Background: an optimization exercise with open tools, aiming at small area and a short achievable clock period. Do not read the settings as production practice.
Where RTL was checked, it was by simulation tests only, not by an equivalence proof against the original.
No driver is modelled on the clock port, so clock power and skew are understated where the tree is cut down; a real chip needs a root buffer or a tree.
Power is estimated from default activity; no workload was simulated.

Setup of before:
Design SPI_TOP, start of the top module:
module SPI_TOP(
    input clk,
	input rst,
	input ss_n,
	input MOSI, 
	output MISO
);
	wire [9:0] SLAVE_RAM;
	wire [7:0] RAM_SLAVE;
	wire tx_valid, rx_valid, rx_complete;
	SPI_Slave SPI_SLAVE 
	(
		.MOSI(MOSI),
		.MISO(MISO),
		.ss_n(ss_n),
		.clk(clk),
		.rst(rst),
		.rx_data(SLAVE_RAM),
		.rx_valid(rx_valid),
		.rx_complete(rx_complete),
		.tx_data(RAM_SLAVE),
		.tx_valid(tx_valid)
	);
	Single_Port_Asyn_RAM RAM
	(
		.clk(clk),
		.rst(rst),
		.din(SLAVE_RAM),
		.rx_valid(rx_valid),
		.rx_complete(rx_complete),
		.MOSI(MOSI),
		.dout(RAM_SLAVE),
		.tx_valid(tx_valid)
	);
endmodule
Size in the first run: ~2100 flip-flops, ~5 I/O pins, ~0.048 mm^2 of cells after synthesis.
==> module Single_Port_Asyn_RAM, before the edit <==
module Single_Port_Asyn_RAM #(parameter MEM_DEPTH =256,parameter ADDR_SIZE=8)( 
    input [9:0]din,
    input clk,rst,rx_valid,
    input rx_complete,
    input MOSI,
    output [7:0] dout,
    output reg tx_valid
);
localparam NG = 24;
function [8:0] conv;
    input [7:0] a;
    reg hi, k3;
    begin
        hi = a[7] & a[6];
        k3 = a[5] & a[4];
        conv[8:4] = !hi ? a[7:3] : (!k3 ? {1'b0, a[3:0]} : {2'b10, a[2:0]});
        conv[3:0] = !hi ? {1'b0, a[2:0]} : (!k3 ? {2'b10, a[5:4]} : {3'b100, a[3]});
    end
endfunction
wire cmd_wa = rx_valid & (din[9:8] == 2'b00);
wire cmd_wr = rx_valid & (din[9:8] == 2'b01);
wire ld_ra = rx_complete & MOSI & !din[9];
reg [8:0] read_address;
reg wa_set;    
always @(posedge clk,negedge rst) begin
    if (!rst) begin
        tx_valid<=1'b0;
        read_address<=9'b0;
        wa_set<=1'b0;
    end
    else begin
        tx_valid <= rx_valid & (din[9:8] == 2'b11);
        if (ld_ra)
            read_address <= conv(din[8:1]);
        if (cmd_wa)
            wa_set <= 1'b1;
    end
end
reg [8:0] write_address;
reg [7:0] wd_p;
reg pend;
wire wa_zero = cmd_wr & !wa_set;
wire pend_n = cmd_wa ? 1'b0 : cmd_wr ? 1'b1 : pend;
always @(posedge clk) begin
    if (cmd_wa | wa_zero)
        write_address <= cmd_wa ? conv(din[7:0]) : 9'b0;
    pend <= pend_n;
    if (cmd_wr)
        wd_p <= din[7:0];
end
reg [3:0] p11, p10;
wire [3:0] p11_n = (p11 == 4'd10) ? 4'd0 : p11 + 1'b1;
wire [3:0] p10_n = (p10 == 4'd9)  ? 4'd0 : p10 + 1'b1;
always @(posedge clk) begin
    p11 <= p11_n;
    p10 <= p10_n;
end
wire [3:0] w_slot_n = wa_zero ? 4'd0 : write_address[3:0];
wire [1:0] w_hi_n = wa_zero ? 2'd0 : write_address[8:7];
wire [2:0] w_lo_n = wa_zero ? 3'd0 : write_address[6:4];
reg [2:0] wsel;
reg [7:0] wlo;
reg r_hit, fwd;
always @(posedge clk) begin
    wsel[0] <= pend_n & (w_hi_n == 2'd0) & (w_slot_n == p11_n);
    wsel[1] <= pend_n & (w_hi_n == 2'd1) & (w_slot_n == p11_n);
    wsel[2] <= pend_n & (w_hi_n == 2'd2) & (w_slot_n == p10_n);
    wlo <= 8'd1 << w_lo_n;
    r_hit <= read_address[3:0] == (read_address[8] ? p10 : p11);
    fwd <= pend & !wa_zero & (write_address == read_address);
end
wire [8*NG-1:0] tails;
wire [7:0] wdn = ~wd_p;
genvar g;
generate
for (g = 0; g < NG; g = g + 1) begin : grp
    localparam L = (g < 16) ? 11 : 10;
    reg [8*L-1:0] ring;
    wire we = wsel[g / 8] && wlo[g % 8];
    assign tails[8*g +: 8] = ring[8*L-1 -: 8];
    wire [7:0] head;
    ring_head hd [7:0] (.wdn(wdn), .wen(!we), .t(ring[8*L-1 -: 8]), .h(head));
    always @(posedge clk)
        ring <= {ring[8*L-9:0], head};
end
endgenerate
wire [7:0] rlo = 8'd1 << read_address[6:4];
wire [1:0] r_hi = read_address[8:7];
wire [23:0] tsel_b;
genvar h;
generate
for (h = 0; h < 3; h = h + 1) begin : rb
    sel8 s (.d(tails[64*h +: 64]), .oh(rlo), .y(tsel_b[8*h +: 8]));
end
endgenerate
reg [7:0] tsel, rbuf;
always @(posedge clk) begin
    tsel <= (r_hi == 2'd0) ? tsel_b[7:0] : (r_hi == 2'd1) ? tsel_b[15:8] : tsel_b[23:16];
    if (fwd)
        rbuf <= wd_p;
    else if (r_hit)
        rbuf <= tsel;
end
assign dout = rbuf;
endmodule
==> flow/config.mk <==
export PLATFORM = sky130hd
export DESIGN_NAME = SPI_TOP
export DESIGN_NICKNAME = SPI_TOP
export VERILOG_FILES = /design/flow/design.v
export SDC_FILE = /design/flow/constraint.sdc
export NUM_CORES = 8
export LEC_CHECK = 0
export CAP_MARGIN = 30
export CORE_MARGIN = 2
export CORE_UTILIZATION = 65
export SETUP_SLACK_MARGIN = 3.8
export SLEW_MARGIN = 40
export SYNTH_HIERARCHICAL = 1
export SYNTH_MINIMUM_KEEP_SIZE = 0
==> flow/constraint.sdc <==
create_clock -name core_clock -period 6.0 [get_ports {clk}]
set_input_delay 1.2000 -clock core_clock [delete_from_list [all_inputs] [get_ports {clk}]]
set_output_delay 1.2000 -clock core_clock [all_outputs]
set_load 0.01 [all_outputs]
standard.sh (not shown) runs the stock make flow with config.mk's settings and CLKGATE_MAP_FILE= SYNTH_SCRIPT=/design/flow/synth_recipe.tcl, a recipe that flattens the netlist after the stock synthesis.
==> flow/flow/run.sh <==
#!/bin/bash
# Layout flow: the standard ORFS flow (standard.sh), with these changes:
# - the flip-flop driving MISO's output buffer is moved next to that buffer
#   before detailed placement (flow/miso.tcl), so it does not drive a long wire;
set -euo pipefail
export PRE_DETAIL_PLACE_TCL="$PWD/flow/miso.tcl"
export POST_CTS_TCL="$PWD/flow/quad_ct.tcl"
export CTS_ARGS="-sink_clustering_enable -repair_clock_nets -sink_clustering_size 32 -sink_clustering_max_diameter 80 -dont_use_dummy_load"
bash standard.sh synth > log_synth.txt 2>&1
bash standard.sh floorplan > log_floorplan.txt 2>&1
bash standard.sh place > log_place.txt 2>&1
bash standard.sh cts > log_cts.txt 2>&1
bash standard.sh route > log_route.txt 2>&1
bash standard.sh finish > log_finish.txt 2>&1
Other scripts of this flow, unchanged in this note and not shown: flow/flow/miso.tcl, flow/flow/quad_ct.tcl
The inputs of after differ from those of before as listed below.
--- a/flow/design.v
+++ b/flow/design.v
@@ -147,7 +147,9 @@
         ring <= {ring[8*L-9:0], head};
 end
 endgenerate
-wire [7:0] rlo = 8'd1 << read_address[6:4];
+reg [7:0] rlo;
+always @(posedge clk)
+    rlo <= 8'd1 << read_address[6:4];
 wire [1:0] r_hi = read_address[8:7];
 wire [23:0] tsel_b;
 genvar h;
## What came out
Compared with before, in after cell depth of the worst setup path shrank by 5; worst hold slack lost 0.015 ns; final cell area excluding filler cells has remained practically unchanged; internal power consumption picked up an extra 0.059 mW.
In the flow results for after and before, the detailed-route wire length per cell is larger on before.
after closes out successfully: all stages finished, all timing, DRC and antenna checks passed.
Cell count after synthesis across after and before: no real change.
Per the comparison of after with before, HPWL after detailed placement fell 5.6 mm, data required time at the worst endpoint went down by 1.58 ns, routed via count fell about 1.3%.
No functional check of the RTL was part of before.

## afterwards: timing with drivers on the ports
How much do the figures lean on ideal ports? The routed layouts below were timed once more, with nothing changed but the port constraints.
Step 1, drivers: a clkbuf_16 drives clk and a buf_2 each remaining input, both assumed.
Step 2 moves the port delays by t, midway between the first and last clock arrival at a register: inputs arrive t later, outputs are due t later. That takes back most of the time a late clock gives input paths.
a / b / c = ideal / step 1 / step 2; a / b = the first two.
run	shift t [ns]	setup slack, ns	clock arrival spread, ns	pins driven straight from the clock port
before	0.603	3.810 / 3.663 / 3.456	0.052 / 0.052	4
after	0.597	3.865 / 3.715 / 3.698	0.058 / 0.059	4
After both steps every run listed still meets setup and hold. The setup slack of before, which loses most, moves by -0.147 ns with the drivers and by -0.354 ns with both steps.
